Source: an optimization exercise on an open RTL-to-GDS flow (aim: small area and a short achievable clock period). Production flows keep margins and buffers that such runs may drop. At most, simulation tests tie the RTL to the original design; equivalence was not proved. Function not checked in run 5: the RTL went through the layout flow alone. No activity file was given, so power comes from the tool's default toggle rates.

==> design/flow/config.mk <==
export PLATFORM = sky130hd
export DESIGN_NAME = crash_detection
export DESIGN_NICKNAME = crash_detection
export VERILOG_FILES = /design/flow/design.v
export SDC_FILE = /design/flow/constraint.sdc
export NUM_CORES = 4
export LEC_CHECK = 0
export CAP_MARGIN = 20
export CORE_MARGIN = 2
export CORE_UTILIZATION = 45
export PLACE_DENSITY = 0.6
export SLEW_MARGIN = 20
==> design/flow/constraint.sdc <==
create_clock -name core_clock -period 50.0 [get_ports {clk}]
set_input_delay 10.0000 -clock core_clock [delete_from_list [all_inputs] [get_ports {clk}]]
set_output_delay 10.0000 -clock core_clock [all_outputs]
set_load 0.01 [all_outputs]
==> design/flow/design.v <==
`timescale 1ns / 1ps
module max_norm_3_axes #(
        parameter int DATA_LEN  = 16,
        parameter int DATA_MSB  = 12
    )(
        input   logic [DATA_LEN-1:0]    i_data_x,
        input   logic [DATA_LEN-1:0]    i_data_y,
        input   logic [DATA_LEN-1:0]    i_data_z,
        output  logic [DATA_MSB-1:0]    o_data_max_norm
    );
    localparam int N = DATA_MSB;
    logic [N-1:0] cx, cy, cz;
    logic nx, ny, nz;
    assign nx = i_data_x[DATA_LEN-1];
    assign ny = i_data_y[DATA_LEN-1];
    assign nz = i_data_z[DATA_LEN-1];
    assign cx = i_data_x[N-1:0] ^ {N{nx}};
    assign cy = i_data_y[N-1:0] ^ {N{ny}};
    assign cz = i_data_z[N-1:0] ^ {N{nz}};
    logic [N-1:0] abs_x, abs_y, abs_z;
    assign abs_x = cx + {{(N-1){1'b0}}, nx};
    assign abs_y = cy + {{(N-1){1'b0}}, ny};
    assign abs_z = cz + {{(N-1){1'b0}}, nz};
    logic wx, wy, wz;
    generate
        if (N < DATA_LEN) begin : g_wrap
            assign wx = nx & ~|i_data_x[N-1:0];
            assign wy = ny & ~|i_data_y[N-1:0];
            assign wz = nz & ~|i_data_z[N-1:0];
        end else begin : g_nowrap
            assign wx = 1'b0;
            assign wy = 1'b0;
            assign wz = 1'b0;
        end
    endgenerate
    function automatic logic gt(input logic [N-1:0] ca, input logic na, input logic wa,
                                input logic [N-1:0] cb, input logic nb, input logic wb);
        logic [N:0] t;
        t = {1'b0, ca} + {1'b0, ~cb} + {{N{1'b0}}, na & ~nb};
        gt = ~wa & (wb | t[N]);
    endfunction
    logic y_gt_x, z_gt_x, z_gt_y;
    assign y_gt_x = gt(cy, ny, wy, cx, nx, wx);
    assign z_gt_x = gt(cz, nz, wz, cx, nx, wx);
    assign z_gt_y = gt(cz, nz, wz, cy, ny, wy);
    logic sel_y, sel_z;
    assign sel_z = y_gt_x ? z_gt_y : z_gt_x;
    assign sel_y = y_gt_x & ~z_gt_y;
    assign o_data_max_norm = sel_z ? abs_z : (sel_y ? abs_y : abs_x);
endmodule
module div_step4 #(
        parameter int W = 2      
    )(
        input   logic [W-1:0]   i_rem,
        input   logic [15:0]    i_d1,    
        input   logic [15:0]    i_d3,    
        input   logic [3:1]     i_fit,
        output  logic [1:0]     o_q,
        output  logic [W-1:0]   o_rem
    );
    logic [W:0] df1, df2, df3;
    assign df1 = {1'b0, i_rem} - {1'b0, i_d1[W-1:0]};
    assign df2 = {1'b0, i_rem} - {1'b0, i_d1[W-2:0], 1'b0};
    assign df3 = {1'b0, i_rem} - {1'b0, i_d3[W-1:0]};
    logic ge1, ge2, ge3;
    assign ge1 = i_fit[1] & ~df1[W];
    assign ge2 = i_fit[2] & ~df2[W];
    assign ge3 = i_fit[3] & ~df3[W];
    assign o_q   = {ge2, ge3 | (ge1 & ~ge2)};
    assign o_rem = ge3 ? df3[W-1:0] : ge2 ? df2[W-1:0] : ge1 ? df1[W-1:0] : i_rem;
endmodule
module div_fit #(
        parameter int W = 2
    )(
        input   logic [15:0]    i_d1,
        output  logic [3:1]     o_fit
    );
    assign o_fit[1] = {2'b0, i_d1} <  18'(1) << W;
    assign o_fit[2] = {2'b0, i_d1} <  18'(1) << (W-1);
    assign o_fit[3] = {2'b0, i_d1} <= 18'(((1 << W) - 1) / 3);
endmodule
module div_first2 (
        input   logic [3:0]     i_top,   
        input   logic [15:0]    i_d1,    
        output  logic [3:0]     o_q_nb,  
        output  logic [3:0]     o_r_nb,  
        output  logic [3:0]     o_q_b,   
        output  logic [3:0]     o_r_b
    );
    function automatic logic [7:0] div4_tab(input logic [3:0] x, input logic [3:0] d);
        case ({x, d})
            8'h01: div4_tab = 8'h00;
            8'h02: div4_tab = 8'h00;
            8'h03: div4_tab = 8'h00;
            8'h04: div4_tab = 8'h00;
            8'h05: div4_tab = 8'h00;
            8'h06: div4_tab = 8'h00;
            8'h07: div4_tab = 8'h00;
            8'h08: div4_tab = 8'h00;
            8'h09: div4_tab = 8'h00;
            8'h0a: div4_tab = 8'h00;
            8'h0b: div4_tab = 8'h00;
            8'h0c: div4_tab = 8'h00;
            8'h0d: div4_tab = 8'h00;
            8'h0e: div4_tab = 8'h00;
            8'h0f: div4_tab = 8'h00;
            8'h11: div4_tab = 8'h10;
            8'h12: div4_tab = 8'h01;
            8'h13: div4_tab = 8'h01;
            8'h14: div4_tab = 8'h01;
            8'h15: div4_tab = 8'h01;
            8'h16: div4_tab = 8'h01;
            8'h17: div4_tab = 8'h01;
            8'h18: div4_tab = 8'h01;
            8'h19: div4_tab = 8'h01;
            8'h1a: div4_tab = 8'h01;
            8'h1b: div4_tab = 8'h01;
            8'h1c: div4_tab = 8'h01;
            8'h1d: div4_tab = 8'h01;
            8'h1e: div4_tab = 8'h01;
            8'h1f: div4_tab = 8'h01;
            8'h21: div4_tab = 8'h20;
            8'h22: div4_tab = 8'h10;
            8'h23: div4_tab = 8'h02;
            8'h24: div4_tab = 8'h02;
            8'h25: div4_tab = 8'h02;
            8'h26: div4_tab = 8'h02;
            8'h27: div4_tab = 8'h02;
            8'h28: div4_tab = 8'h02;
            8'h29: div4_tab = 8'h02;
            8'h2a: div4_tab = 8'h02;
            8'h2b: div4_tab = 8'h02;
            8'h2c: div4_tab = 8'h02;
            8'h2d: div4_tab = 8'h02;
            8'h2e: div4_tab = 8'h02;
            8'h2f: div4_tab = 8'h02;
            8'h31: div4_tab = 8'h30;
            8'h32: div4_tab = 8'h11;
            8'h33: div4_tab = 8'h10;
            8'h34: div4_tab = 8'h03;
            8'h35: div4_tab = 8'h03;
            8'h36: div4_tab = 8'h03;
            8'h37: div4_tab = 8'h03;
            8'h38: div4_tab = 8'h03;
            8'h39: div4_tab = 8'h03;
            8'h3a: div4_tab = 8'h03;
            8'h3b: div4_tab = 8'h03;
            8'h3c: div4_tab = 8'h03;
            8'h3d: div4_tab = 8'h03;
            8'h3e: div4_tab = 8'h03;
            8'h3f: div4_tab = 8'h03;
            8'h41: div4_tab = 8'h40;
            8'h42: div4_tab = 8'h20;
            8'h43: div4_tab = 8'h11;
            8'h44: div4_tab = 8'h10;
            8'h45: div4_tab = 8'h04;
            8'h46: div4_tab = 8'h04;
            8'h47: div4_tab = 8'h04;
            8'h48: div4_tab = 8'h04;
            8'h49: div4_tab = 8'h04;
            8'h4a: div4_tab = 8'h04;
            8'h4b: div4_tab = 8'h04;
            8'h4c: div4_tab = 8'h04;
            8'h4d: div4_tab = 8'h04;
            8'h4e: div4_tab = 8'h04;
            8'h4f: div4_tab = 8'h04;
            8'h51: div4_tab = 8'h50;
            8'h52: div4_tab = 8'h21;
            8'h53: div4_tab = 8'h12;
            8'h54: div4_tab = 8'h11;
            8'h55: div4_tab = 8'h10;
            8'h56: div4_tab = 8'h05;
            8'h57: div4_tab = 8'h05;
            8'h58: div4_tab = 8'h05;
            8'h59: div4_tab = 8'h05;
            8'h5a: div4_tab = 8'h05;
            8'h5b: div4_tab = 8'h05;
            8'h5c: div4_tab = 8'h05;
            8'h5d: div4_tab = 8'h05;
            8'h5e: div4_tab = 8'h05;
            8'h5f: div4_tab = 8'h05;
            8'h61: div4_tab = 8'h60;
            8'h62: div4_tab = 8'h30;
            8'h63: div4_tab = 8'h20;
            8'h64: div4_tab = 8'h12;
            8'h65: div4_tab = 8'h11;
            8'h66: div4_tab = 8'h10;
            8'h67: div4_tab = 8'h06;
            8'h68: div4_tab = 8'h06;
            8'h69: div4_tab = 8'h06;
            8'h6a: div4_tab = 8'h06;
            8'h6b: div4_tab = 8'h06;
            8'h6c: div4_tab = 8'h06;
            8'h6d: div4_tab = 8'h06;
            8'h6e: div4_tab = 8'h06;
            8'h6f: div4_tab = 8'h06;
            8'h71: div4_tab = 8'h70;
            8'h72: div4_tab = 8'h31;
            8'h73: div4_tab = 8'h21;
            8'h74: div4_tab = 8'h13;
            8'h75: div4_tab = 8'h12;
            8'h76: div4_tab = 8'h11;
            8'h77: div4_tab = 8'h10;
            8'h78: div4_tab = 8'h07;
            8'h79: div4_tab = 8'h07;
            8'h7a: div4_tab = 8'h07;
            8'h7b: div4_tab = 8'h07;
            8'h7c: div4_tab = 8'h07;
            8'h7d: div4_tab = 8'h07;
            8'h7e: div4_tab = 8'h07;
            8'h7f: div4_tab = 8'h07;
            8'h81: div4_tab = 8'h80;
            8'h82: div4_tab = 8'h40;
            8'h83: div4_tab = 8'h22;
            8'h84: div4_tab = 8'h20;
            8'h85: div4_tab = 8'h13;
            8'h86: div4_tab = 8'h12;
            8'h87: div4_tab = 8'h11;
            8'h88: div4_tab = 8'h10;
            8'h89: div4_tab = 8'h08;
            8'h8a: div4_tab = 8'h08;
            8'h8b: div4_tab = 8'h08;
            8'h8c: div4_tab = 8'h08;
            8'h8d: div4_tab = 8'h08;
            8'h8e: div4_tab = 8'h08;
            8'h8f: div4_tab = 8'h08;
            8'h91: div4_tab = 8'h90;
            8'h92: div4_tab = 8'h41;
            8'h93: div4_tab = 8'h30;
            8'h94: div4_tab = 8'h21;
            8'h95: div4_tab = 8'h14;
            8'h96: div4_tab = 8'h13;
            8'h97: div4_tab = 8'h12;
            8'h98: div4_tab = 8'h11;
            8'h99: div4_tab = 8'h10;
            8'h9a: div4_tab = 8'h09;
            8'h9b: div4_tab = 8'h09;
            8'h9c: div4_tab = 8'h09;
            8'h9d: div4_tab = 8'h09;
            8'h9e: div4_tab = 8'h09;
            8'h9f: div4_tab = 8'h09;
            8'ha1: div4_tab = 8'ha0;
            8'ha2: div4_tab = 8'h50;
            8'ha3: div4_tab = 8'h31;
            8'ha4: div4_tab = 8'h22;
            8'ha5: div4_tab = 8'h20;
            8'ha6: div4_tab = 8'h14;
            8'ha7: div4_tab = 8'h13;
            8'ha8: div4_tab = 8'h12;
            8'ha9: div4_tab = 8'h11;
            8'haa: div4_tab = 8'h10;
            8'hab: div4_tab = 8'h0a;
            8'hac: div4_tab = 8'h0a;
            8'had: div4_tab = 8'h0a;
            8'hae: div4_tab = 8'h0a;
            8'haf: div4_tab = 8'h0a;
            8'hb1: div4_tab = 8'hb0;
            8'hb2: div4_tab = 8'h51;
            8'hb3: div4_tab = 8'h32;
            8'hb4: div4_tab = 8'h23;
            8'hb5: div4_tab = 8'h21;
            8'hb6: div4_tab = 8'h15;
            8'hb7: div4_tab = 8'h14;
            8'hb8: div4_tab = 8'h13;
            8'hb9: div4_tab = 8'h12;
            8'hba: div4_tab = 8'h11;
            8'hbb: div4_tab = 8'h10;
            8'hbc: div4_tab = 8'h0b;
            8'hbd: div4_tab = 8'h0b;
            8'hbe: div4_tab = 8'h0b;
            8'hbf: div4_tab = 8'h0b;
            8'hc1: div4_tab = 8'hc0;
            8'hc2: div4_tab = 8'h60;
            8'hc3: div4_tab = 8'h40;
            8'hc4: div4_tab = 8'h30;
            8'hc5: div4_tab = 8'h22;
            8'hc6: div4_tab = 8'h20;
            8'hc7: div4_tab = 8'h15;
            8'hc8: div4_tab = 8'h14;
            8'hc9: div4_tab = 8'h13;
            8'hca: div4_tab = 8'h12;
            8'hcb: div4_tab = 8'h11;
            8'hcc: div4_tab = 8'h10;
            8'hcd: div4_tab = 8'h0c;
            8'hce: div4_tab = 8'h0c;
            8'hcf: div4_tab = 8'h0c;
            8'hd1: div4_tab = 8'hd0;
            8'hd2: div4_tab = 8'h61;
            8'hd3: div4_tab = 8'h41;
            8'hd4: div4_tab = 8'h31;
            8'hd5: div4_tab = 8'h23;
            8'hd6: div4_tab = 8'h21;
            8'hd7: div4_tab = 8'h16;
            8'hd8: div4_tab = 8'h15;
            8'hd9: div4_tab = 8'h14;
            8'hda: div4_tab = 8'h13;
            8'hdb: div4_tab = 8'h12;
            8'hdc: div4_tab = 8'h11;
            8'hdd: div4_tab = 8'h10;
            8'hde: div4_tab = 8'h0d;
            8'hdf: div4_tab = 8'h0d;
            8'he1: div4_tab = 8'he0;
            8'he2: div4_tab = 8'h70;
            8'he3: div4_tab = 8'h42;
            8'he4: div4_tab = 8'h32;
            8'he5: div4_tab = 8'h24;
            8'he6: div4_tab = 8'h22;
            8'he7: div4_tab = 8'h20;
            8'he8: div4_tab = 8'h16;
            8'he9: div4_tab = 8'h15;
            8'hea: div4_tab = 8'h14;
            8'heb: div4_tab = 8'h13;
            8'hec: div4_tab = 8'h12;
            8'hed: div4_tab = 8'h11;
            8'hee: div4_tab = 8'h10;
            8'hef: div4_tab = 8'h0e;
            8'hf1: div4_tab = 8'hf0;
            8'hf2: div4_tab = 8'h71;
            8'hf3: div4_tab = 8'h50;
            8'hf4: div4_tab = 8'h33;
            8'hf5: div4_tab = 8'h30;
            8'hf6: div4_tab = 8'h23;
            8'hf7: div4_tab = 8'h21;
            8'hf8: div4_tab = 8'h17;
            8'hf9: div4_tab = 8'h16;
            8'hfa: div4_tab = 8'h15;
            8'hfb: div4_tab = 8'h14;
            8'hfc: div4_tab = 8'h13;
            8'hfd: div4_tab = 8'h12;
            8'hfe: div4_tab = 8'h11;
            8'hff: div4_tab = 8'h10;
            default: div4_tab = 8'h00;
        endcase
    endfunction
    logic       big;
    logic [7:0] t_nb, t_b;
    assign big  = |i_d1[15:4];
    assign t_nb = div4_tab(i_top, i_d1[3:0]);
    assign t_b  = div4_tab(i_top - 4'd1, i_d1[3:0]);
    assign o_q_nb = big ? 4'd0 : t_nb[7:4];
    assign o_r_nb = big ? i_top : t_nb[3:0];
    assign o_q_b  = big ? 4'd0 : t_b[7:4];
    assign o_r_b  = big ? i_top - 4'd1 : t_b[3:0];
endmodule
`timescale 1ns / 1ps
module crash_detection #(
        parameter int HISTORY_LEN = 16   
    )(
        input   logic           clk,
        input   logic           arst_n,
        input   logic           i_state_rst,
        input   logic           i_sensors_valid,
        input   logic [15:0]    i_gps,
        input   logic [15:0]    i_accel_z,
        input   logic [15:0]    i_accel_y,
        input   logic [15:0]    i_accel_x,
        input   logic [15:0]    i_gyro_z,
        input   logic [15:0]    i_gyro_y,
        input   logic [15:0]    i_gyro_x,
        input   logic [15:0]    i_delta,
        input   logic [31:0]    ireg_speed_threshold,
        input   logic [31:0]    ireg_non_fatal_accel_threshold,
        input   logic [31:0]    ireg_fatal_accel_threshold,
        input   logic [31:0]    ireg_angle_threshold,
        input   logic [31:0]    ireg_angle_in_motion_threshold,
        input   logic [31:0]    ireg_angular_speed_threshold,
        output  logic [1:0]     o_state,
        output  logic           o_non_fatal_intr,
        output  logic           o_fatal_intr
    );
    logic [4:0] cnt;
    always_ff @(posedge clk or negedge arst_n) begin
        if (~arst_n)                cnt <= '0;
        else if (i_state_rst)       cnt <= '0;
        else if (i_sensors_valid & ~cnt[4])    cnt <= cnt + 5'd1;
    end
    logic v0, v15;               
    assign v0  = |cnt;
    assign v15 = cnt[4];
    logic [11:0] acc_in;
    logic [15:0] gyr_in;
    max_norm_3_axes #(.DATA_LEN(16), .DATA_MSB(12)) u_accel_max_norm (
        .i_data_x(i_accel_x), .i_data_y(i_accel_y), .i_data_z(i_accel_z),
        .o_data_max_norm(acc_in)
    );
    max_norm_3_axes #(.DATA_LEN(16), .DATA_MSB(16)) u_gyro_max_norm (
        .i_data_x(i_gyro_x), .i_data_y(i_gyro_y), .i_data_z(i_gyro_z),
        .o_data_max_norm(gyr_in)
    );
    logic [15:0] gps0;
    always_ff @(posedge clk or negedge arst_n) begin
        if (~arst_n)                gps0 <= '0;
        else if (i_state_rst)       gps0 <= '0;
        else if (i_sensors_valid)   gps0 <= i_gps;
    end
    logic [12:0] lo_diff;
    logic        b12;
    assign lo_diff = {1'b0, i_gps[11:0]} - {1'b0, gps0[11:0]};
    assign b12     = lo_diff[12];
    logic [3:0] top_nb;              
    assign top_nb = i_gps[15:12] - gps0[15:12];
    logic [17:0] d3_in;
    assign d3_in = {2'b0, i_delta} + {1'b0, i_delta, 1'b0};
    logic [3:0] qa_nb, qa_b, ra_nb, ra_b;
    div_first2 u_first (.i_top(top_nb), .i_d1(i_delta),
                        .o_q_nb(qa_nb), .o_r_nb(ra_nb), .o_q_b(qa_b), .o_r_b(ra_b));
    logic [3:0]         p_q;         
    logic [3:0]         p_rem;       
    logic [11:0]        p_lo;        
    logic [15:0]        p_div;       
    logic [17:0]        p_d3;        
    logic [3:1]         p_fit [2:5]; 
    logic               p_zero;      
    logic [3:1] fit_in [2:5];
    genvar j;
    generate
        for (j = 2; j <= 5; j++) begin : g_fit_a
            div_fit #(.W(2*j+2)) u_fit (.i_d1(i_delta), .o_fit(fit_in[j]));
        end
    endgenerate
    always_ff @(posedge clk) begin
        if (i_sensors_valid) begin
            p_q   <= b12 ? qa_b : qa_nb;
            p_rem <= b12 ? ra_b : ra_nb;
            p_lo  <= lo_diff[11:0];
            p_div <= i_delta;
            p_d3  <= d3_in;
            for (int i = 2; i <= 5; i++) p_fit[i] <= fit_in[i];
        end
    end
    always_ff @(posedge clk or negedge arst_n) begin
        if (~arst_n)                p_zero <= 1'b1;
        else if (i_state_rst)       p_zero <= 1'b1;
        else if (i_sensors_valid)   p_zero <= ~|i_delta;
    end
    logic [11:0] qhi;            
    logic [11:0] r5;             
    logic [15:0] rem_b [2:6];
    assign rem_b[2] = 16'(p_rem);
    assign qhi[11:8] = p_q;
    generate
        for (j = 2; j <= 5; j++) begin : g_steps_b
            logic [2*j+1:0] rin, rout;
            assign rin = {rem_b[j][2*j-1:0], p_lo[15-2*j -: 2]};
            div_step4 #(.W(2*j+2)) u_step (.i_rem(rin), .i_d1(p_div), .i_d3(p_d3[15:0]),
                                           .i_fit(p_fit[j]), .o_q(qhi[11-2*j -: 2]), .o_rem(rout));
            assign rem_b[j+1] = 16'(rout);
        end
    endgenerate
    assign r5 = rem_b[6][11:0];
    logic [11:0]        p2_q;        
    logic [11:0]        p2_rem;      
    logic [3:0]         p2_lo;       
    logic [15:0]        p2_div;      
    logic               p2_zero;     
    always_ff @(posedge clk) begin
        if (i_sensors_valid) begin
            p2_q   <= qhi;
            p2_rem <= r5;
            p2_lo  <= p_lo[3:0];
            p2_div <= p_div;
        end
    end
    always_ff @(posedge clk or negedge arst_n) begin
        if (~arst_n)                p2_zero <= 1'b1;
        else if (i_state_rst)       p2_zero <= 1'b1;
        else if (i_sensors_valid)   p2_zero <= p_zero;
    end
    logic [15:0] p2_d3;
    assign p2_d3 = p2_div + {p2_div[14:0], 1'b0};
    logic [3:1]  fit6, fit7;
    div_fit #(.W(14)) u_fit6 (.i_d1(p2_div), .o_fit(fit6));
    div_fit #(.W(16)) u_fit7 (.i_d1(p2_div), .o_fit(fit7));
    logic [1:0]  q6, q7;
    logic [13:0] r6;
    logic [15:0] r7;
    div_step4 #(.W(14)) u_step6 (.i_rem({p2_rem, p2_lo[3:2]}), .i_d1(p2_div), .i_d3(p2_d3),
                                 .i_fit(fit6), .o_q(q6), .o_rem(r6));
    div_step4 #(.W(16)) u_step7 (.i_rem({r6, p2_lo[1:0]}), .i_d1(p2_div), .i_d3(p2_d3),
                                 .i_fit(fit7), .o_q(q7), .o_rem(r7));
    logic [15:0] spd1;
    assign spd1 = p2_zero ? 16'd0 : {p2_q, q6, q7};
    logic [15:0] h_spd [2:15];
    logic [11:0] h_acc [0:15];
    logic [15:0] h_gyr [0:15];
    always_ff @(posedge clk) begin
        if (i_sensors_valid) begin
            h_spd[2] <= spd1;
            h_acc[0] <= acc_in;
            h_gyr[0] <= gyr_in;
            for (int i = 3; i < 16; i++) h_spd[i] <= h_spd[i-1];
            for (int i = 1; i < 16; i++) begin
                h_acc[i] <= h_acc[i-1];
                h_gyr[i] <= h_gyr[i-1];
            end
        end
    end
    logic [11:0] acc0, acc15;
    logic [15:0] gyr0, gyr15, spd15;
    assign acc0  = v0  ? h_acc[0]  : 12'd0;
    assign gyr0  = v0  ? h_gyr[0]  : 16'd0;
    assign acc15 = v15 ? h_acc[15] : 12'd0;
    assign gyr15 = v15 ? h_gyr[15] : 16'd0;
    assign spd15 = v15 ? h_spd[15] : 16'd0;
    logic [18:0] s_acc, s_gyr, s_spd;
    logic [18:0] sum_acc, sum_gyr, sum_spd1;
    assign sum_acc  = s_acc + 19'(acc0);
    assign sum_gyr  = s_gyr + 19'(gyr0);
    assign sum_spd1 = s_spd + 19'(spd1);      
    always_ff @(posedge clk or negedge arst_n) begin
        if (~arst_n) begin
            s_acc <= '0;
            s_gyr <= '0;
            s_spd <= '0;
        end else if (i_state_rst) begin
            s_acc <= '0;
            s_gyr <= '0;
            s_spd <= '0;
        end else if (i_sensors_valid) begin
            s_acc <= sum_acc  - 19'(acc15);
            s_gyr <= sum_gyr  - 19'(gyr15);
            s_spd <= sum_spd1 - 19'(spd15);
        end
    end
    logic [14:0] avg_accel, avg_gyro;
    assign avg_accel = sum_acc[18:4];
    assign avg_gyro  = sum_gyr[18:4];
    logic [14:0] thr;
    logic        thr_small;
    assign thr       = ireg_speed_threshold[14:0];
    assign thr_small = ~|ireg_speed_threshold[31:15];
    logic [3:0]  k;
    logic [17:0] kd_lo, kd_hi;
    logic [19:0] kd;
    logic        c4;
    assign k = 4'd0 - sum_spd1[3:0];
    always_comb begin
        case (k[1:0])
            2'd0: kd_lo = '0;
            2'd1: kd_lo = {2'b0, p_div};
            2'd2: kd_lo = {1'b0, p_div, 1'b0};
            default: kd_lo = p_d3;
        endcase
        case (k[3:2])
            2'd0: kd_hi = '0;
            2'd1: kd_hi = {2'b0, p_div};
            2'd2: kd_hi = {1'b0, p_div, 1'b0};
            default: kd_hi = p_d3;
        endcase
    end
    assign kd = {2'b0, kd_lo} + {kd_hi, 2'b0};
    assign c4 = (|sum_spd1[3:0]) & ({4'd0, r5, p_lo[3:0]} >= kd);
    function automatic logic hi_ge(input logic [14:0] sc, input logic [11:0] q,
                                   input logic [14:0] t);
        logic [16:0] bx, bz;
        logic [14:0] nsc;
        logic ge_x, lt_y, ge_z;
        bx = {2'b0, t} - {2'b0, sc};
        bz = {bx[16:15] + 2'd1, bx[14:0]};
        nsc = ~sc;
        ge_x = bx[16] | (~|bx[15:12] & (q >= bx[11:0]));
        lt_y = |nsc[14:12] | (q <= nsc[11:0]);
        ge_z = ~|bz[16:12] & (q >= bz[11:0]);
        hi_ge = (ge_x & lt_y) | ge_z;
    endfunction
    logic [14:0] s_hi, s_hi1;
    assign s_hi  = sum_spd1[18:4];
    assign s_hi1 = s_hi + 15'd1;
    logic ge_c0, ge_c1, ge_s;
    assign ge_c0 = hi_ge(s_hi,  qhi, thr);
    assign ge_c1 = hi_ge(s_hi1, qhi, thr);
    assign ge_s  = s_hi >= thr;                  
    localparam logic [1:0] SAFE = 2'b00, NON_FATAL = 2'b01, FATAL = 2'b10;
    logic speed_hi, fatal_acc, nonfatal_acc, angle;
    assign speed_hi     = thr_small & (p_zero ? ge_s : (c4 ? ge_c1 : ge_c0));
    assign fatal_acc    = {17'd0, avg_accel} >  ireg_fatal_accel_threshold;
    assign nonfatal_acc = {17'd0, avg_accel} >  ireg_non_fatal_accel_threshold;
    assign angle        = {17'd0, avg_gyro}  >  ireg_angle_threshold;
    logic [1:0] state, state_next;
    always_comb begin
        state_next = state;
        if (state == SAFE) begin
            if (speed_hi & (fatal_acc | angle))
                state_next = FATAL;
            else if (~speed_hi & (nonfatal_acc | angle))
                state_next = NON_FATAL;
        end
    end
    always_ff @(posedge clk or negedge arst_n) begin
        if (~arst_n)            state <= SAFE;
        else if (i_state_rst)   state <= SAFE;
        else                    state <= state_next;
    end
    assign o_state          = state;
    assign o_non_fatal_intr = state[0];
    assign o_fatal_intr     = state[1];
endmodule
==> design/flow/flow/run.sh <==
#!/bin/bash
# The standard layout with two changes to how it is made:
#  - timing repair is asked to leave 37 ns of setup slack at the design's
#    50 ns clock, so that it works on the paths that set the achieved period;
#  - the port buffers that the standard flow inserts are buf_4 cells.
# Clock, constraints and synthesis are unchanged.
set -o pipefail
bash standard.sh SETUP_SLACK_MARGIN=37 "BUFFER_PORTS_ARGS=-buffer_cell sky130_fd_sc_hd__buf_4" finish 2>&1 | tee standard_run.log
==> design/flow/standard.sh <==
#!/bin/bash
# synth_recipe.tcl (not shown) runs the flow's synth.tcl, then flattens the netlist and writes it again
# the make line also repeats each setting of config.mk as NAME=value (left out here)
make -C /OpenROAD-flow-scripts/flow DESIGN_CONFIG=/design/flow/config.mk WORK_HOME=/design/flow/orfs CLKGATE_MAP_FILE= SYNTH_SCRIPT=/design/flow/synth_recipe.tcl "${@:-finish}"
==> out/qor.txt, run 1 <==
Worst VDD drop -> 0.0000548 V
layout cell share with drive strength beyond 1 -> 11.8%
CTS Buf Count -> 94
status -> no timing/DRC/antenna violations
Post-Syn Nets -> 5,896
Reg2Reg Launch Point -> p_lo[10]$_DFFE_PP_
Core ar. -> 120,000 um^2
Final Cycle Share -> 26.0%
Yosys Warn Count -> 15
Clock Path Buffers -> 3
Die ar. -> 123,000 um^2
critical path required time -> 50,540 ps
CP Capture Type -> flip-flop
Nets -> 6,198
first-pass GRT wire length -> 197,000 um
fillcell total -> 10.7k
Syn Inst Count -> 4,938
CTS tree -> yes
clock share of power -> 18.5%
Worst-path clk slew -> 60 ps
Sw Pwr -> 1.51 mW
critical path type -> in2reg
HPWL after DPL -> 94,400 um
Clock Skews -> 30.7 ps
leakage -> 25.5 nW
Hold Fails Final Rpt -> 0
GPL Wtd Cong -> 0.905
post-DR vias/cell -> 5.44
combinational share of power -> 55.9%
largest net degree at the start of global routing -> 189
vias in the first global route -> 36.2k
flop-to-flop setup slack -> 37,430 ps
PD cells -> 59.4 nW/um^2
share of the synthesized area in the top cell type -> 43.2%
ANT cells -> 0
Final Setup Violations -> 0
Placed Cells -> 6,720
Sw Share -> 41.1%
Max Freq -> 76.8 MHz
Root Buffer -> clkbuf_16
WL final -> 126,000 um
clock latency (worst-skew pair) -> 670 ps
asr flop ratio synth -> 9.50%
GRT Total Usage -> 20.1%
top_reg_cell synth -> edfxtp_1
Synth Area per Inst -> 11.0 um^2
Slew Viols, Final -> 0
Seq pwr share -> 25.6%
area added between synthesis and finish -> 13.9%
Final Non-Filler Cells -> 6,931
worst hold margin -> 396 ps
Yosys cell types -> 100
post-synthesis sequential area ratio -> 47.0%
reg2reg end -> state[1]$_DFFE_PN0P_
worst hold path stage count -> 0
Residual DRC -> 0
vias post-DR -> 37.7k
EDFF count, synth -> 781
Min-Delay Path Class -> reg2reg
min-delay src -> h_acc[3][2]$_DFFE_PP_
drt wl/cell -> 18.2 um
First-pass DRT Iterations -> 5
Max Fanout on Critical Path -> 3
die height -> 351 um
Starting Density -> 45.3%
type of origin of the critical path -> input port
largest area contributor in the netlist -> edfxtp_1
Site Rows -> 127
Num Clock Sinks -> 863
PortBufs -> 254
reg2reg path depth -> 56
Worst Path Arrival -> 13,560 ps
Pint -> 2.16 mW
min Tclk post-route -> 13,020 ps
IO Count -> 328
Mapped Area -> 54,200 um^2
TNS Setup -> 0 ps
Total Power -> 3.67 mW
max cap viols -> 0
Hold EP -> h_acc[4][2]$_DFFE_PP_
synth top area cells -> edfxtp_1 43%, ha_1 14%, xnor2_1 4.2%
Chip Width -> 351 um
GR Overflow Total -> 0
headroom to the max-slew limit -> 21.3%
H-tree depth -> 3
DR iter-0 viols -> 2,765
FF+latch count, synth -> 863
final antenna-violating net count -> 0
Worst Tran Pin Value -> 1180 ps
RSZ-0062 raised after global routing -> yes
initial antenna violation count -> 5
[final cells by class]
type,instances,area [um^2],area share [%]
Clock buffer,118,2470,4.00
Clock inverter,57,588,0.951
Inverter,324,1260,2.04
Multi-Input combinational cell,3635,27500,44.5
Sequential cell,863,25500,41.3
Tap cell,1612,2020,3.26
Timing Repair Buffer,322,2480,4.01
[per-layer routing]
metal  wire length (um)  track usage, %  vias to the layer above
li1                   -               -                    18728
met1              62500            29.9                    18073
met2              56300            31.2                      759
met3               5370            2.88                      152
met4               2010            4.13                        6
met5                 46               0                        -
[sequential cells by signal, summed over array words and instances, names as in the netlist, 12 cells and up]
name and cells:
p_d3 17, h_acc 192, gps0 16, p2_q 12, s_acc 19, h_gyr 256, s_gyr 19, p2_rem 12
p_div 16, p_fit 12, s_spd 19, p_lo 12, p2_div 16, h_spd 224
[cells by family after synthesis]
family / after synthesis / synth area share, %
simple gates: 1312 / 11.8
fa+ha+maj: 637 / 15.1
compound gates: 1119 / 13.1
xor+xnor: 409 / 6.65
buf+inv: 440 / 3.08
flops: 863 / 47.0
mux: 158 / 3.29
[through the flow]
| stage | worst slack [ps] | area (um^2) | utilization [%] |
|---|---|---|---|
| detailed placement | 34830 | 58100 | 48.5 |
| floorplan | 36930 | 54400 | - |
| finish | 36980 | 61800 | 51.6 |
| CTS | 36930 | 61500 | 51.3 |
| global placement | 34820 | 58100 | 48.5 |
| global route | 36820 | 61800 | 51.6 |
[cells in the mapped netlist (9+ instances only)]
cell	instances
mux4_2	15
buf_1	14
a2111oi_0	13
ha_1	606
and3_1	38
or2_2	25
nand2_1	343
inv_1	321
o311ai_0	9
nand3_1	66
and2_1	23
a21boi_0	27
o31a_1	10
a21o_1	124
o22ai_1	12
dfrtp_1	80
nor3_1	88
a21oi_1	319
a31o_2	9
o21bai_1	21
and4_1	9
a31oi_1	32
o21a_1	39
edfxtp_1	781
nand4_1	39
a211oi_1	41
o211ai_1	31
nor2b_1	144
a41oi_1	9
clkbuf_1	96
a22o_1	9
mux2i_1	130
nor4_1	34
mux2_2	13
o21ai_0	288
xor2_1	146
a22oi_1	15
nand3b_1	11
nand2b_1	70
nor2_1	362
or3_1	25
xnor2_1	261
fa_1	28
o31ai_1	21
[critical path, stage by stage]
cell and delay, ps:
buf_4 150, inv_16 70, ha_4 140, inv_2 30, fa_2 360, a211oi_2 200
o21bai_1 100, or3_4 340, a31oi_4 190, xor2_1 100, ha_1 200, nor3_1 270
nand2_1 100, a31oi_1 200, o21ai_1 100, nand3_1 130, a2111oi_4 50, maj3_2 340
o22a_4 270, a22o_1 190
[worst max-delay path by stage]
stage / start / to / cells after the start
final: ireg_speed_threshold[0] / state[1]$_DFFE_PN0P_ / 20
after global placement: p2_div[1]$_DFFE_PP_ / state[1]$_DFFE_PN0P_ / 55
after CTS: p_lo[10]$_DFFE_PP_ / state[1]$_DFFE_PN0P_ / 55
after global routing: ireg_speed_threshold[0] / state[1]$_DFFE_PN0P_ / 21
after floorplan: ireg_speed_threshold[0] / state[1]$_DFFE_PN0P_ / 20
after detailed placement: p2_div[1]$_DFFE_PP_ / state[1]$_DFFE_PN0P_ / 55
[repair_timing]
item / 4_1_cts / 5_1_grt
pin swaps: 6 / 13
resized for setup: 42 / 50
buffers inserted: 17 / 18
cloned: 0 / 1
hold buffers: 0 / 0
setup endpoints to repair: 17 / 95
[layout by cell type, fill, tap and decap left out, drive strengths merged, types with 15 or more instances in the layout]
master	synthesis	final
a211oi	41	41
a21o	124	124
o211ai	33	33
nand2	343	343
edfxtp	781	781
nand2b	70	70
a21oi	320	320
a31oi	34	34
and3	39	39
xnor2	262	262
buf	20	321
a21boi	27	27
xor2	147	147
o21ai	295	295
dfrtp	80	80
mux4	15	15
mux2i	130	130
and2	24	24
fa	28	28
o21a	39	39
nor2b	144	144
nor3	89	89
o31ai	21	21
o21bai	21	21
ha	606	606
nand4	39	39
or3	25	25
clkbuf	96	119
nor4	35	35
nor2	363	363
or2	25	25
nand3	68	68
clkinv	3	39
a22oi	15	15
inv	321	322
[power groups by stage]
stage | Clock (mW) | Sequential, mW | Combinational [mW]
final | 0.679 | 0.939 | 2.05
after detailed placement | 0 | 0.954 | 1.97
after global routing | 0.729 | 0.947 | 2.29
after floorplan | 0 | 0.929 | 1.51
after CTS | 0.702 | 0.940 | 2.02
after global placement | 0 | 0.952 | 1.93
==> run 2, diff against run 1 <==
==> design/flow/flow/run.sh (replaced) <==
#!/bin/bash
# The standard layout with changes to how it is made:
#  - timing repair is asked to leave 37 ns of setup slack at the design's
#    50 ns clock, so that it works on the paths that set the achieved period;
#  - the port buffers that the standard flow inserts are buf_1 cells;
#  - the clock tree is built from clkbuf_4 cells.
# Clock, constraints and synthesis are unchanged.
set -o pipefail
bash standard.sh SETUP_SLACK_MARGIN=37 "BUFFER_PORTS_ARGS=-buffer_cell sky130_fd_sc_hd__buf_1" \
    CTS_BUF_LIST=sky130_fd_sc_hd__clkbuf_4  finish 2>&1 | tee standard_run.log
==> out/qor.txt, run 2 <==
Crit. Startpoint -> i_gyro_x[15]
TNS Setup -> 0 ps (unchanged)
Max Fanout on Critical Path -> 18 (+15)
fillcell total -> 10.8k (+0.49%)
Finished Core Util -> 50.7% (-0.88 points)
Compound-Gate Fraction of Synth Area -> 13.1% (unchanged)
CP Capture Point -> h_gyr[0][15]$_DFFE_PP_
reg2reg path depth -> 55 (-1.8%)
GR peak layer -> met2
H-tree depth -> 4 (+1)
max reg flops -> 256 (unchanged)
Site Rows -> 127 (unchanged)
Worst-path clk slew -> 70 ps (about the same)
Post-Syn Nets -> 5,896 (unchanged)
leakage -> 24.9 nW (-2.5%)
Yosys cell types -> 100 (unchanged)
Starting Density -> 45.3% (unchanged)
simple-gate share of the synthesized area -> 11.8% (unchanged)
post-synthesis sequential area ratio -> 47.0% (unchanged)
CTS Buf Count -> 220 (+130%)
M3 GR Usage -> 3.68% (+0.80 points)
Core ar. -> 120,000 um^2 (unchanged)
Max Freq -> 77.5 MHz (+0.91%)
GPL Wtd Cong -> 0.922 (+1.9%)
Min-Delay Path Class -> reg2reg
Yosys Warn Count -> 15 (unchanged)
Seq pwr share -> 26.1% (+0.5 points)
Mapped Area -> 54,200 um^2 (unchanged)
drt wl/cell -> 17.6 um (-3.1%)
IO Count -> 328 (unchanged)
top-count cell post-synth -> edfxtp_1
highest-count cells in the layout ignoring fill and taps -> 781 x edfxtp_1, 603 x ha_1, 359 x nor2_1
DR iter-0 viols -> 2,596 (-6.1%)
Commonest cells post-synth -> 781 x edfxtp_1, 606 x ha_1, 362 x nor2_1, 343 x nand2_1, 321 x inv_1
first-pass GRT wire length -> 199,000 um (+1.1%)
GRT Total Usage -> 20.4% (+0.34 points)
crit-path cells -> buf_1 > buf_4 > xnor2_1 > ha_1 > a21o_1 > a21o_1 > a21oi_1 > nor2b_1 > o21ai_0 > nand2b_1 > a21oi_1 > o21ai_0 > o311a_2 > nor2_1 > mux2i_1
Synth Area per Inst -> 11.0 um^2 (unchanged)
HPWL after DPL -> 94,300 um (about the same)
EDFF count, synth -> 781 (unchanged)
Slowest-stage cell, CP -> xnor2_1
post-DR vias/cell -> 5.36 (-1.5%)
critical path type -> in2reg
CP Depth -> 15 (-25%)
Multi-input gate area -> 27,500 um^2 (-0.11%)
xor-xnor portion of the synthesized cell area -> 6.65% (unchanged)
Clock Path Buffers -> 3 (unchanged)
Hold Fails Final Rpt -> 0 (unchanged)
share of the synthesized area in the top cell type -> 43.2% (unchanged)
max cap viols -> 0 (unchanged)
GR Overflow Total -> 0 (unchanged)
Slew Viols, Final -> 0 (unchanged)
post-synthesis mux area share -> 3.29% (unchanged)
Largest regs -> h_gyr: 256 flops, h_spd: 224 flops, h_acc: 192 flops
Num Clock Sinks -> 863 (unchanged)
PD cells -> 59.3 nW/um^2 (-0.19%)
FF+latch area -> 25,500 um^2 (unchanged)
critical path required time -> 50,950 ps (+410 ps)
flop-to-flop setup slack -> 37,530 ps (+100 ps)
Sw Pwr -> 1.52 mW (+1.2%)
type of origin of the critical path -> input port
Worst VDD drop -> 0.0000595 V (+8.7%)
combinational share of power -> 57.2% (+1.3 points)
GR met1 Demand/Resource -> 29.7% (-0.21 points)
layout cell share with drive strength beyond 1 -> 10.9% (-0.86 points)
largest family of logic cells by synthesized area -> adder cells
most common cell after layout, fill and taps aside -> edfxtp_1
largest area contributor in the netlist -> edfxtp_1
Residual DRC -> 0 (unchanged)
Root Buffer -> clkbuf_4
clock share of power -> 16.7% (-1.8 points)
met2 Track Usage GR -> 31.5% (+0.27 points)
Nets -> 6,333 (+2.2%)
Synth Area in Adders -> 15.1% (unchanged)
Chip Width -> 351 um (unchanged)
RSZ-0062 raised after global routing -> yes
CP Buf/Inv Count -> 2 (-1)
headroom to the max-slew limit -> 23.1% (+1.9 points)
asr flop ratio synth -> 9.50% (unchanged)
Final Cycle Share -> 25.8% (-0.23 points)
synth top area cells -> edfxtp_1 43%, ha_1 14%, xnor2_1 4.2%
vias post-DR -> 38.5k (+2.1%)
Worst Tran Pin Value -> 1150 ps (-28.0 ps)
FF+latch count, synth -> 863 (unchanged)
Die ar. -> 123,000 um^2 (unchanged)
Pint -> 2.08 mW (-4.0%)
Sw Share -> 42.3% (+1.3 points)
Reg2Reg Launch Point -> p_lo[10]$_DFFE_PP_
top_reg_cell synth -> edfxtp_1
initial antenna violation count -> 13 (+8)
CTS tree -> yes
CP delay by family, top -> compound AO/OA/AOI/OAI gates
clock latency (worst-skew pair) -> 1150 ps (+480 ps)
First-pass DRT Iterations -> 5 (unchanged)
WL final -> 127,000 um (+0.47%)
PortBufs -> 254 (unchanged)
status -> no timing/DRC/antenna violations
largest net degree at the start of global routing -> 191 (+1.1%)
vias in the first global route -> 37.4k (+3.4%)
Final Setup Violations -> 0 (unchanged)
final antenna-violating net count -> 0 (unchanged)
Worst Path Arrival -> 13,850 ps (+290 ps)
reg2reg end -> state[1]$_DFFE_PN0P_
area added between synthesis and finish -> 12.0%
CP Capture Type -> flip-flop
slowest stage delay, CP -> 650 ps (+290 ps)
Syn Inst Count -> 4,938 (unchanged)
die height -> 351 um (unchanged)
Total Power -> 3.60 mW (-1.9%)
Largest Register -> h_gyr
min Tclk post-route -> 12,900 ps (-117 ps)
Clock Skews -> 89.7 ps (+59.0 ps)
## run 2: logic make-up after synthesis
kind of cell               count (synthesis)
DFF                                      863
adders and majority gates                637
and+or+nand+nor                         1312
muxes                                    158
buffers and inverters                    440
AOI/OAI and AO/OA                       1119
xor gates and xnor gates                 409
## run 2: metal layers
layer | up-vias | part of all wire [%] | wire length (um)
li1 | 19201 | - | -
met3 | 137 | 5.3 | 6690
met2 | 819 | 45 | 56400
met1 | 18360 | 49 | 61500
met4 | 8 | 1.6 | 2070
met5 | - | 0.039 | 50
## run 2: per-stage QoR
stage / hold WS [ps] / setup WS [ps] / cells / cell area (um^2)
3_5_place_dp: 405 / 34300 / 6730 / 57200
2_1_floorplan: 400 / 36930 / 4938 / 54400
4_1_cts: 354 / 36950 / 7153 / 60400
6_report: 372 / 37100 / 7187 / 60800
5_1_grt: 357 / 36850 / 7183 / 60700
3_3_place_gp: 400 / 34510 / 6730 / 57200
## run 2: worst min path at each step
stage                            startpoint                 endpoint  slack (ps)  cells after the start
finish              h_spd[13][13]$_DFFE_PP_  h_spd[14][13]$_DFFE_PP_         370                      0
global route        h_spd[11][12]$_DFFE_PP_  h_spd[12][12]$_DFFE_PP_         360                      0
CTS                 h_spd[13][13]$_DFFE_PP_  h_spd[14][13]$_DFFE_PP_         350                      0
detailed placement    h_acc[9][7]$_DFFE_PP_   h_acc[10][7]$_DFFE_PP_         400                      0
global placement      h_gyr[1][8]$_DFFE_PP_    h_gyr[2][8]$_DFFE_PP_         400                      0
floorplan             h_acc[9][0]$_DFFE_PP_   h_acc[10][0]$_DFFE_PP_         400                      0
## run 2: area by class of cell
| cell class | count | area share, % |
|---|---|---|
| clock buffers | 327 | 4.04 |
| repair buffers | 330 | 2.59 |
| diodes | 13 | 0.0535 |
| flip-flops and latches | 863 | 42.0 |
| multi-input cells | 3636 | 45.2 |
| clock inverters | 82 | 0.754 |
| well taps | 1612 | 3.32 |
| inverters | 324 | 2.08 |
## run 2: power groups by stage
stage	Combinational [mW]	Sequential, mW	Clock [mW]
floorplan	1.51	0.929	0
global placement	1.94	0.953	0
detailed placement	1.97	0.954	0
CTS	2.02	0.939	0.630
global route	2.33	0.947	0.668
finish	2.06	0.939	0.601
## run 2: what timing repair did
| action | CTS | global route |
|---|---|---|
| hold buffers | 0 | 0 |
| cloned | 0 | 2 |
| pin swaps | 6 | 8 |
| buffers inserted | 14 | 18 |
| gates resized for setup | 40 | 47 |
| setup endpoints to repair | 16 | 21 |
==> run 3, diff against run 2 <==
==> design/flow/flow/run.sh (replaced) <==
#!/bin/bash
# The standard layout with changes to how it is made:
#  - timing repair is asked to leave 37 ns of setup slack at the design's
#    50 ns clock, so that it works on the paths that set the achieved period;
#  - the port buffers that the standard flow inserts are buf_2 cells;
#  - the clock tree is built from clkbuf_8 cells.
# Clock, constraints and synthesis are unchanged.
set -o pipefail
bash standard.sh SETUP_SLACK_MARGIN=37 "BUFFER_PORTS_ARGS=-buffer_cell sky130_fd_sc_hd__buf_2" \
    CTS_BUF_LIST=sky130_fd_sc_hd__clkbuf_8 finish 2>&1 | tee standard_run.log
==> out/qor.txt, run 3 <==
status -> no timing/DRC/antenna violations
Core ar. -> 120,000 um^2 (unchanged)
Slowest-stage cell, CP -> a2111oi_0
Yosys cell types -> 100 (unchanged)
headroom to the max-slew limit -> 36.0% (+13 points)
Clock Path Buffers -> 3 (unchanged)
most common cell after layout, fill and taps aside -> edfxtp_1
Site Rows -> 127 (unchanged)
asr flop ratio synth -> 9.50% (unchanged)
die height -> 351 um (unchanged)
Post-Syn Nets -> 5,896 (unchanged)
Mapped Area -> 54,200 um^2 (unchanged)
CP Depth -> 16 (+1)
TNS Setup -> 0 ps (unchanged)
Largest regs -> h_gyr: 256 flops, h_spd: 224 flops, h_acc: 192 flops
slowest stage delay, CP -> 570 ps (-80 ps)
PortBufs -> 254 (unchanged)
drt wl/cell -> 17.9 um (+1.5%)
top-count cell post-synth -> edfxtp_1
flop-to-flop setup slack -> 37,510 ps (-20 ps)
Nets -> 6,245 (-1.4%)
reg2reg path depth -> 61 (+11%)
IO Count -> 328 (unchanged)
CP delay by family, top -> compound AO/OA/AOI/OAI gates
first-pass GRT wire length -> 198,000 um (-0.84%)
post-synthesis sequential area ratio -> 47.0% (unchanged)
critical path required time -> 50,510 ps (-440 ps)
share of the synthesized area in the top cell type -> 43.2% (unchanged)
First-pass DRT Iterations -> 7 (+2)
Finished Core Util -> 50.7% (about the same)
GRT Total Usage -> 20.3% (-0.20 points)
max cap viols -> 0 (unchanged)
Worst Tran Pin Value -> 959 ps (-193 ps)
final worst slack -> 37,080 ps (-20.7 ps)
EDFF count, synth -> 781 (unchanged)
critical path type -> in2reg
worst hold path stage count -> 0 (unchanged)
HPWL after DPL -> 94,300 um (about the same)
CTS tree -> yes
Residual DRC -> 0 (unchanged)
Synth Area per Inst -> 11.0 um^2 (unchanged)
Crit. Startpoint -> i_gyro_y[15]
Root Buffer -> clkbuf_8
CP Capture Type -> flip-flop
Syn Inst Count -> 4,938 (unchanged)
Min-Delay Path Class -> reg2reg
Final Setup Violations -> 0 (unchanged)
synth top area cells -> edfxtp_1 43%, ha_1 14%, xnor2_1 4.2%
cts hold-fix bufs -> 0 (unchanged)
Final Cycle Share -> 25.8% (+0.041 points)
RSZ-0062 raised after global routing -> yes
layout cell share with drive strength beyond 1 -> 12.3% (+1.4 points)
CTS Buf Count -> 145 (-34%)
crit-path cells -> buf_2 > ha_1 > ha_1 > nand2_1 > o21bai_1 > a21oi_1 > nor2b_1 > o21ai_0 > nand2b_1 > a21oi_1 > nor2_1 > a2111oi_0 > o311a_1 > buf_4 > nor2_2 > mux2i_1
DR iter-0 viols -> 2,865 (+10%)
clock latency (worst-skew pair) -> 820 ps (-330 ps)
Seq pwr share -> 26.3% (+0.2 points)
area added between synthesis and finish -> 12.0% (about the same)
Sw Pwr -> 1.51 mW (-1.0%)
Max Freq -> 77.4 MHz (-0.16%)
vias post-DR -> 38.0k (-1.3%)
vias in the first global route -> 36.8k (-1.8%)
GR Overflow Total -> 0 (unchanged)
Num Clock Sinks -> 863 (unchanged)
CP Buf/Inv Count -> 2 (unchanged)
largest area contributor in the netlist -> edfxtp_1
Largest Register -> h_gyr
post-DR vias/cell -> 5.42 (+1.1%)
leakage -> 25.3 nW (+1.8%)
combinational share of power -> 57.4% (+0.2 points)
PD cells -> 58.7 nW/um^2 (-0.97%)
highest-count cells in the layout ignoring fill and taps -> 781 x edfxtp_1, 602 x ha_1, 358 x nor2_1
top_reg_cell synth -> edfxtp_1
Commonest cells post-synth -> 781 x edfxtp_1, 606 x ha_1, 362 x nor2_1, 343 x nand2_1, 321 x inv_1
Clock Skews -> 44.0 ps (-45.7 ps)
largest net degree at the start of global routing -> 152 (-20%)
Slew Viols, Final -> 0 (unchanged)
initial antenna violation count -> 10 (-3)
H-tree depth -> 4 (unchanged)
Die ar. -> 123,000 um^2 (unchanged)
WL final -> 126,000 um (-0.96%)
Sw Share -> 42.3% (about the same)
type of origin of the critical path -> input port
Worst Path Arrival -> 13,430 ps (-420 ps)
Worst VDD drop -> 0.0000593 V (-0.31%)
max reg flops -> 256 (unchanged)
min-delay src -> h_gyr[11][3]$_DFFE_PP_
Yosys Warn Count -> 15 (unchanged)
Hold Fails Final Rpt -> 0 (unchanged)
Worst-path clk slew -> 60 ps (about the same)
final antenna-violating net count -> 0 (unchanged)
Starting Density -> 45.3% (unchanged)
GPL Wtd Cong -> 0.906 (-1.7%)
setup slack at placement -> 34,550 ps (+252 ps)
Chip Width -> 351 um (unchanged)
clock share of power -> 16.3% (-0.4 points)
FF+latch count, synth -> 863 (unchanged)
min Tclk post-route -> 12,920 ps (+20.7 ps)
Max Fanout on Critical Path -> 26 (+8)
Pint -> 2.06 mW (-0.87%)
Reg2Reg Launch Point -> p2_div[1]$_DFFE_PP_
==> run 3: cell count changes in the layout (fill, tap and decap cells not counted), moves of 18 or more <==
cell	change
buf_1	-247
clkbuf_8	+146
inv_1	+44
buf_2	+250
clkbuf_4	-330
clkinv_1	-18
==> run 3: cells by family (layout without fill, tap and decap cells) <==
| group | after synthesis | count (layout) | synth area share, % |
|---|---|---|---|
| simple gates | 1312 | 1312 | 11.8 |
| compound gates | 1119 | 1119 | 13.1 |
| flops | 863 | 863 | 47.0 |
| fa+ha+maj | 637 | 637 | 15.1 |
| buf+inv | 440 | 901 | 3.08 |
| xor+xnor | 409 | 409 | 6.65 |
| mux | 158 | 158 | 3.29 |
| other cells | 0 | 4 | 0 |
==> run 3: final cells by class <==
cell class	count	area [um^2]
diodes	4	10.0
fillers	10879	59000
clock inverters	113	673
multi-input cells	3635	27500
inverters	324	1260
flip-flops and latches	863	25500
well taps	1612	2020
repair buffers	318	1830
clock buffers	146	2010
==> run 3: worst register-to-register path, delay by kind of cell (launching register included) <==
kind | cells | cell delay (ps)
AO/OA/AOI/OAI | 32 | 5980
XOR/XNOR | 2 | 440
adder cells (fa/ha/maj) | 8 | 2560
buffers and inverters | 6 | 810
flip-flops | 1 | 450
multiplexers | 1 | 190
AND/OR/NAND/NOR | 12 | 1940
==> run 3: power by group through the flow <==
stage | combinational (mW) | clock, mW | sequential (mW)
2_1_floorplan | 1.51 | 0 | 0.929
3_3_place_gp | 1.93 | 0 | 0.952
3_5_place_dp | 1.97 | 0 | 0.954
4_1_cts | 2.02 | 0.605 | 0.940
5_1_grt | 2.30 | 0.638 | 0.948
6_report | 2.05 | 0.581 | 0.940
==> run 3: final timing paths <==
kind / endpoint
setup / recovery: h_gyr[0][6]$_DFFE_PP_
hold / removal: h_gyr[12][3]$_DFFE_PP_
setup reg to reg: state[1]$_DFFE_PN0P_
hold reg to reg: h_gyr[12][3]$_DFFE_PP_
max in group asynchronous: gps0[7]$_DFFE_PN0P_
min in group asynchronous: s_gyr[10]$_DFFE_PN0P_
==> run 3: per-stage QoR <==
stage | hold WS (ps) | total power, mW | area (um^2) | std cells
floorplan | 400 | 2.44 | 54400 | 4938
global placement | 400 | 2.88 | 57500 | 6724
detailed placement | 405 | 2.92 | 57500 | 6724
CTS | 371 | 3.56 | 60500 | 7002
global route | 398 | 3.88 | 60800 | 7013
finish | 372 | 3.57 | 60800 | 7015
==> run 3: per-layer routing <==
| metal | track usage (%) | up-vias | routed length, um |
|---|---|---|---|
| met5 | 0 | - | 33 |
| met4 | 5.56 | 4 | 2530 |
| met3 | 3.13 | 177 | 5580 |
| met2 | 31.1 | 831 | 55400 |
| met1 | 29.7 | 18158 | 62000 |
| li1 | - | 18843 | - |
==> run 3: repair_timing <==
action,in CTS,in global routing
gates resized for setup,46,53
cloned,0,1
endpoints found under the setup margin,74,88
endpoints found under the hold margin,0,0
buffers inserted,19,8
pin swaps,7,11
==> run 4, diff against run 3 <==
--- a/design/flow/design.v
+++ b/design/flow/design.v
@@ -553,14 +553,7 @@
     function automatic logic hi_ge(input logic [14:0] sc, input logic [11:0] q,
                                    input logic [14:0] t);
-        logic [16:0] bx, bz;
-        logic [14:0] nsc;
-        logic ge_x, lt_y, ge_z;
-        bx = {2'b0, t} - {2'b0, sc};
-        bz = {bx[16:15] + 2'd1, bx[14:0]};
-        nsc = ~sc;
-        ge_x = bx[16] | (~|bx[15:12] & (q >= bx[11:0]));
-        lt_y = |nsc[14:12] | (q <= nsc[11:0]);
-        ge_z = ~|bz[16:12] & (q >= bz[11:0]);
-        hi_ge = (ge_x & lt_y) | ge_z;
+        logic [14:0] u;
+        u = sc + {3'b0, q};
+        hi_ge = u >= t;
     endfunction
     logic [14:0] s_hi, s_hi1;
==> out/qor.txt, run 4 <==
post-synthesis mux area share -> 2.92% (-0.37 points)
Root Buffer -> clkbuf_8
Total Power -> 3.77 mW (+5.6%)
CTS Buf Count -> 148 (+2.1%)
largest area contributor in the netlist -> edfxtp_1
Die ar. -> 122,000 um^2 (-1.4%)
PD cells -> 62.7 nW/um^2 (+6.8%)
Chip Width -> 349 um (-0.69%)
Starting Density -> 45.4% (+0.084 points)
vias post-DR -> 37.9k (-0.24%)
final antenna-violating net count -> 0 (unchanged)
top_reg_cell synth -> edfxtp_1
Hold Fails Final Rpt -> 0 (unchanged)
Worst-path clk slew -> 80 ps (+20 ps)
most common cell after layout, fill and taps aside -> edfxtp_1
worst hold margin -> 377 ps (+5.05 ps)
status -> no timing/DRC/antenna violations
HPWL after DPL -> 96,900 um (+2.7%)
RSZ-0062 raised after global routing -> yes
top-count cell post-synth -> edfxtp_1
FF+latch count, synth -> 863 (unchanged)
vias in the first global route -> 36.4k (-0.97%)
Post-Syn Nets -> 5,773 (-2.1%)
max cap viols -> 0 (unchanged)
headroom to the max-slew limit -> 30.6% (-5.4 points)
CTS tree -> yes
wire length on met2 -> 57,000 um (+2.9%)
largest net degree at the start of global routing -> 91 (-40%)
Clock Skews -> 67.9 ps (+23.9 ps)
Synth Area per Inst -> 11.1 um^2 (+0.66%)
asr flop ratio synth -> 9.50% (unchanged)
Largest regs -> h_gyr: 256 flops, h_spd: 224 flops, h_acc: 192 flops
post-DR vias/cell -> 5.53 (+2.1%)
drt wl/cell -> 19.0 um (+6.1%)
Worst Path Arrival -> 13,400 ps (-30 ps)
share of the synthesized area in the top cell type -> 43.8% (+0.61 points)
post-synthesis sequential area ratio -> 47.7% (+0.67 points)
highest-count cells in the layout ignoring fill and taps -> 781 x edfxtp_1, 581 x ha_1, 360 x nor2_1
area added between synthesis and finish -> 12.3%
Placed Cells -> 6,548 (-2.6%)
Slew Viols, Final -> 0 (unchanged)
GPL Wtd Cong -> 0.913 (+0.79%)
EDFF count, synth -> 781 (unchanged)
met1 wire length -> 63,300 um (+2.1%)
synth top area cells -> edfxtp_1 44%, ha_1 14%, xnor2_1 3.9%
layout cell share with drive strength beyond 1 -> 12.7% (+0.36 points)
min Tclk post-route -> 12,820 ps (-102 ps)
max reg flops -> 256 (unchanged)
Largest Register -> h_gyr
Top Metal Used -> met5
initial antenna violation count -> 9 (-1)
IO Count -> 328 (unchanged)
GR Overflow Total -> 0 (unchanged)
WL final -> 130,000 um (+3.7%)
H-tree depth -> 4 (unchanged)
Final Cycle Share -> 25.6% (-0.20 points)
PortBufs -> 254 (unchanged)
Num Clock Sinks -> 863 (unchanged)
Commonest cells post-synth -> 781 x edfxtp_1, 584 x ha_1, 362 x nor2_1, 327 x a21oi_1, 323 x inv_1
First-pass DRT Iterations -> 5 (-2)
Syn Inst Count -> 4,837 (-2.0%)
first-pass GRT wire length -> 202,000 um (+2.1%)
met3 wire length -> 6730 um (+21%)
Worst Tran Pin Value -> 1040 ps (+77.6 ps)
critical path required time -> 50,580 ps (+70 ps)
die height -> 349 um (-0.69%)
Worst VDD drop -> 0.0000681 V (+15%)
Final Non-Filler Cells -> 6,857 (-2.3%)
cts hold-fix bufs -> 0 (unchanged)
GRT Total Usage -> 21.1% (+0.83 points)
simple-gate share of the synthesized area -> 11.3% (-0.45 points)
Max Freq -> 78.0 MHz (+0.79%)
DR iter-0 viols -> 2,903 (+1.3%)
DP Area -> 56,600 um^2 (-1.6%)
Clock Path Buffers -> 3 (unchanged)
Synth Area in Adders -> 14.7% (-0.34 points)
largest family of logic cells by synthesized area -> adder cells
Core ar. -> 118,000 um^2 (-1.6%)
final instance area -> 60,100 um^2 (-1.1%)
Mapped Area -> 53,500 um^2 (-1.4%)
CP Capture Type -> flip-flop
clock latency (worst-skew pair) -> 850 ps (+30 ps)
xor-xnor portion of the synthesized cell area -> 6.50% (-0.15 points)
type of origin of the critical path -> input port
Final Setup Violations -> 0 (unchanged)
Max Fanout on Critical Path -> 18 (-31%)
critical path type -> in2reg
fillcell total -> 10.6k (-2.8%)
Residual DRC -> 0 (unchanged)
TNS Setup -> 0 ps (unchanged)
Min-Delay Path Class -> reg2reg
Yosys cell types -> 93 (-7.0%)
Site Rows -> 126 (-0.79%)
Compound-Gate Fraction of Synth Area -> 13.7% (+0.57 points)
Nets -> 6,132 (-1.8%)
leakage -> 25.1 nW (-0.83%)
Yosys Warn Count -> 15 (unchanged)
-- run 4: cell families (layout without fill, tap and decap cells) --
logic type      count (synthesis)  in the layout
simple gates                 1245           1246
compound gates               1135           1136
flops                         863            863
fa+ha+maj                     613            613
buf+inv                       443            921
xor+xnor                      397            397
mux                           141            141
other cells                     0              4
-- run 4: stage by stage --
step                      util [%]  setup slack, ps
final                         50.9            37180
after global routing          50.9            36920
after CTS                     50.5            36950
after detailed placement      48.0            34800
after global placement        48.0            34680
after floorplan                  -            36980
-- run 4: report_power, final --
group	switching (mW)	internal, mW
Combinational	1.27	0.940
Sequential	0.0489	0.892
Clock	0.300	0.315
-- run 4: path summary, 6_finish.rpt --
path                                  startpoint  slack, ps  cells after the start                    end
max                                 i_gyro_y[15]      37180                     15  h_gyr[0][1]$_DFFE_PP_
min                        h_gyr[5][3]$_DFFE_PP_        380                      0  h_gyr[6][3]$_DFFE_PP_
max reg2reg                   p_div[4]$_DFFE_PP_      37580                     56   state[1]$_DFFE_PN0P_
min reg2reg                h_gyr[5][3]$_DFFE_PP_        380                      0  h_gyr[6][3]$_DFFE_PP_
max in group asynchronous                 arst_n      39560                      2   s_spd[3]$_DFFE_PN0P_
min in group asynchronous                 arst_n       9150                      1   s_acc[7]$_DFFE_PN0P_
-- run 4: timing repair --
item / 4_1_cts / 5_1_grt
hold endpoints to repair: 0 / 0
resized for setup: 27 / 57
pin swaps: 2 / 11
setup endpoints to repair: 76 / 20
cloned: 0 / 2
setup buffers: 9 / 22
-- run 4: final cells by class --
cell class	instances	area, um^2	share of cell area (%)
Multi-Input combinational cell	3533	26600	44.4
Sequential cell	863	25500	42.5
Clock buffer	154	2120	3.53
Inverter	326	1250	2.08
Timing Repair Buffer	324	1860	3.10
Antenna cell	4	10.0	0.0167
Clock inverter	117	757	1.26
Tap cell	1536	1920	3.20
-- run 4: routing by layer --
metal  GRT usage (%)  vias up
met5               0        -
met4            6.31        6
met3            3.11      210
met2            31.9      938
met1            31.2    18169
li1                -    18600
-- run 4: critical path: stages --
cell      delay [ps]
clkbuf_4         250
ha_1             430
inv_1             70
ha_1             260
and3b_1          170
o21a_1           160
o21ai_0          160
a21oi_1          110
nor3_1           280
nor4_1           120
a211oi_2         360
o211ai_1         150
buf_4            260
mux2_2           320
mux2_2           290
==> run 5, diff against run 4 <==
--- a/design/flow/design.v
+++ b/design/flow/design.v
@@ -400,6 +400,6 @@
     logic [3:0] top_nb;              
     assign top_nb = i_gps[15:12] - gps0[15:12];
-    logic [17:0] d3_in;
-    assign d3_in = {2'b0, i_delta} + {1'b0, i_delta, 1'b0};
+    logic [5:0] d3_lo_in;            
+    assign d3_lo_in = i_delta[5:0] + {i_delta[4:0], 1'b0};
     logic [3:0] qa_nb, qa_b, ra_nb, ra_b;
     div_first2 u_first (.i_top(top_nb), .i_d1(i_delta),
@@ -409,5 +409,5 @@
     logic [11:0]        p_lo;        
     logic [15:0]        p_div;       
-    logic [17:0]        p_d3;        
+    logic [5:0]         p_d3_lo;     
     logic [3:1]         p_fit [2:5]; 
     logic               p_zero;      
@@ -425,5 +425,5 @@
             p_lo  <= lo_diff[11:0];
             p_div <= i_delta;
-            p_d3  <= d3_in;
+            p_d3_lo <= d3_lo_in;
             for (int i = 2; i <= 5; i++) p_fit[i] <= fit_in[i];
         end
@@ -434,4 +434,8 @@
         else if (i_sensors_valid)   p_zero <= ~|i_delta;
     end
+    logic [17:0] p_d3;
+    assign p_d3 = {2'b0, p_div} + {1'b0, p_div, 1'b0};
+    logic [15:0] p_d3_steps;
+    assign p_d3_steps = {p_d3[15:6], p_d3_lo};
     logic [11:0] qhi;            
     logic [11:0] r5;             
@@ -443,5 +447,5 @@
             logic [2*j+1:0] rin, rout;
             assign rin = {rem_b[j][2*j-1:0], p_lo[15-2*j -: 2]};
-            div_step4 #(.W(2*j+2)) u_step (.i_rem(rin), .i_d1(p_div), .i_d3(p_d3[15:0]),
+            div_step4 #(.W(2*j+2)) u_step (.i_rem(rin), .i_d1(p_div), .i_d3(p_d3_steps),
                                            .i_fit(p_fit[j]), .o_q(qhi[11-2*j -: 2]), .o_rem(rout));
             assign rem_b[j+1] = 16'(rout);
==> out/qor.txt, run 5 <==
Syn Inst Count -> 4,838 (+0.021%)
Clock Skews -> 36.9 ps (-31.0 ps)
CP Buf/Inv Count -> 3 (unchanged)
Hold EP -> h_spd[5][15]$_DFFE_PP_
Most common cell on crit path -> o21ai_0
reg2reg end -> state[0]$_DFFE_PN0P_
Final Cycle Share -> 25.8% (+0.20 points)
status -> no timing/DRC/antenna violations
worst hold path stage count -> 0 (unchanged)
synth top area cells -> edfxtp_1 43%, ha_1 14%, xnor2_1 4.3%
post-DR vias/cell -> 5.49 (-0.77%)
first-pass GRT wire length -> 198,000 um (-1.7%)
top-count cell post-synth -> edfxtp_1
Yosys Warn Count -> 15 (unchanged)
Chip Width -> 348 um (-0.17%)
Mapped Area -> 53,300 um^2 (-0.34%)
worst hold margin -> 384 ps (+6.29 ps)
area added between synthesis and finish -> 12.5%
largest net degree at the start of global routing -> 95 (+4.4%)
slowest stage delay, CP -> 680 ps (+250 ps)
WL final -> 126,000 um (-3.0%)
final instance area -> 60,000 um^2 (-0.19%)
IO Count -> 328 (unchanged)
Yosys cell types -> 108 (+16%)
Final Non-Filler Cells -> 6,846 (-0.16%)
Min-Delay Path Class -> reg2reg
PortBufs -> 254 (unchanged)
highest-count cells in the layout ignoring fill and taps -> 769 x edfxtp_1, 579 x ha_1, 379 x nor2_1
leakage -> 25.0 nW (-0.36%)
layout cell share with drive strength beyond 1 -> 12.7% (about the same)
Pint -> 2.30 mW (+7.1%)
Num Clock Sinks -> 851 (-1.4%)
DR iter-0 viols -> 2,837 (-2.3%)
CP Capture Type -> flip-flop
==> run 5: changes by cell type in the layout (fill, tap and decap cells not counted), sizes merged, moves of 12 or more <==
cell    previous run  this run
nand2            292       326
inv              372       343
a211oi            32        59
xnor2            240       264
nor2             363       382
nor3              97        81
clkinv            54        40
edfxtp           781       769
==> run 5: cell families after synthesis <==
logic type	Yosys count	synth area share (%)
xor gates and xnor gates	414	6.86
buffers and inverters	417	3.02
and+or+nand+nor	1248	11.1
muxes	131	2.83
AOI/OAI and AO/OA	1166	14.2
adders and majority gates	611	14.7
DFF	851	47.2
==> run 5: how the worst max path moves through the flow <==
stage	start	end	slack (ps)	cells past startpoint
3_5_place_dp	p_div[1]$_DFFE_PP_	state[1]$_DFFE_PN0P_	34540	53
5_1_grt	p_div[0]$_DFFE_PP_	state[0]$_DFFE_PN0P_	36970	55
6_report	i_gyro_y[15]	h_gyr[0][4]$_DFFE_PP_	37080	12
4_1_cts	p_div[2]$_DFFE_PP_	state[0]$_DFFE_PN0P_	36980	54
3_3_place_gp	p_div[1]$_DFFE_PP_	state[0]$_DFFE_PN0P_	34650	53
2_1_floorplan	i_gyro_x[15]	h_gyr[0][0]$_DFFE_PP_	37000	16
==> run 5: layer usage <==
metal / global-route usage [%] / share of wire (%)
met5: 0 / 0.044
met4: 6.57 / 2.4
met3: 3.21 / 4.7
met2: 31.9 / 45
met1: 29.6 / 48
==> run 5: worst register-to-register path, delay by kind of cell, from the launching register on <==
kind                       cells  cell delay [ps]
buffers and inverters          7             1190
DFF                            1              490
AOI/OAI and AO/OA             25             5000
and+or+nand+nor               15             2580
muxes                          1              400
adders and majority gates      7             2260
xor gates and xnor gates       2              240
==> run 5: stage by stage <==
stage | total power [mW] | util [%] | worst slack, ps
after floorplan | 2.76 | - | 37000
after detailed placement | 3.35 | 47.8 | 34540
after CTS | 4.04 | 50.5 | 36980
after global routing | 4.46 | 50.9 | 36970
final | 4.09 | 50.9 | 37080
after global placement | 3.30 | 47.8 | 34650
==> run 5: power groups by stage <==
stage | clock, mW | sequential, mW | combinational [mW]
CTS | 0.666 | 0.932 | 2.44
global route | 0.695 | 0.940 | 2.83
global placement | 0 | 0.944 | 2.36
finish | 0.639 | 0.932 | 2.52
floorplan | 0 | 0.921 | 1.84
detailed placement | 0 | 0.946 | 2.40
==> run 5: layout make-up <==
cell class | count | area [um^2] | area share [%]
multi-input cells | 3571 | 26900 | 44.9
flip-flops and latches | 851 | 25100 | 41.9
clock buffers | 149 | 2050 | 3.42
well taps | 1536 | 1920 | 3.20
repair buffers | 329 | 1880 | 3.14
inverters | 290 | 1120 | 1.87
clock inverters | 114 | 926 | 1.54
diodes | 6 | 15.0 | 0.0250
==> run 5: timing repair <==
| action | CTS | global route |
|---|---|---|
| setup endpoints to repair | 96 | 107 |
| resized for setup | 28 | 50 |
| hold endpoints to repair | 0 | 0 |
| gates cloned | 0 | 1 |
| pin swaps | 2 | 7 |
| buffers inserted | 8 | 29 |

Re-timed with assumed drivers on the ports (clkbuf_16 on the clock, buf_2 on other inputs), run 5 has 37.138 ns of setup slack against 37.078 ns with ideal ports, and 36.234 ns once port delays also move by the mid clock arrival of 0.904 ns.
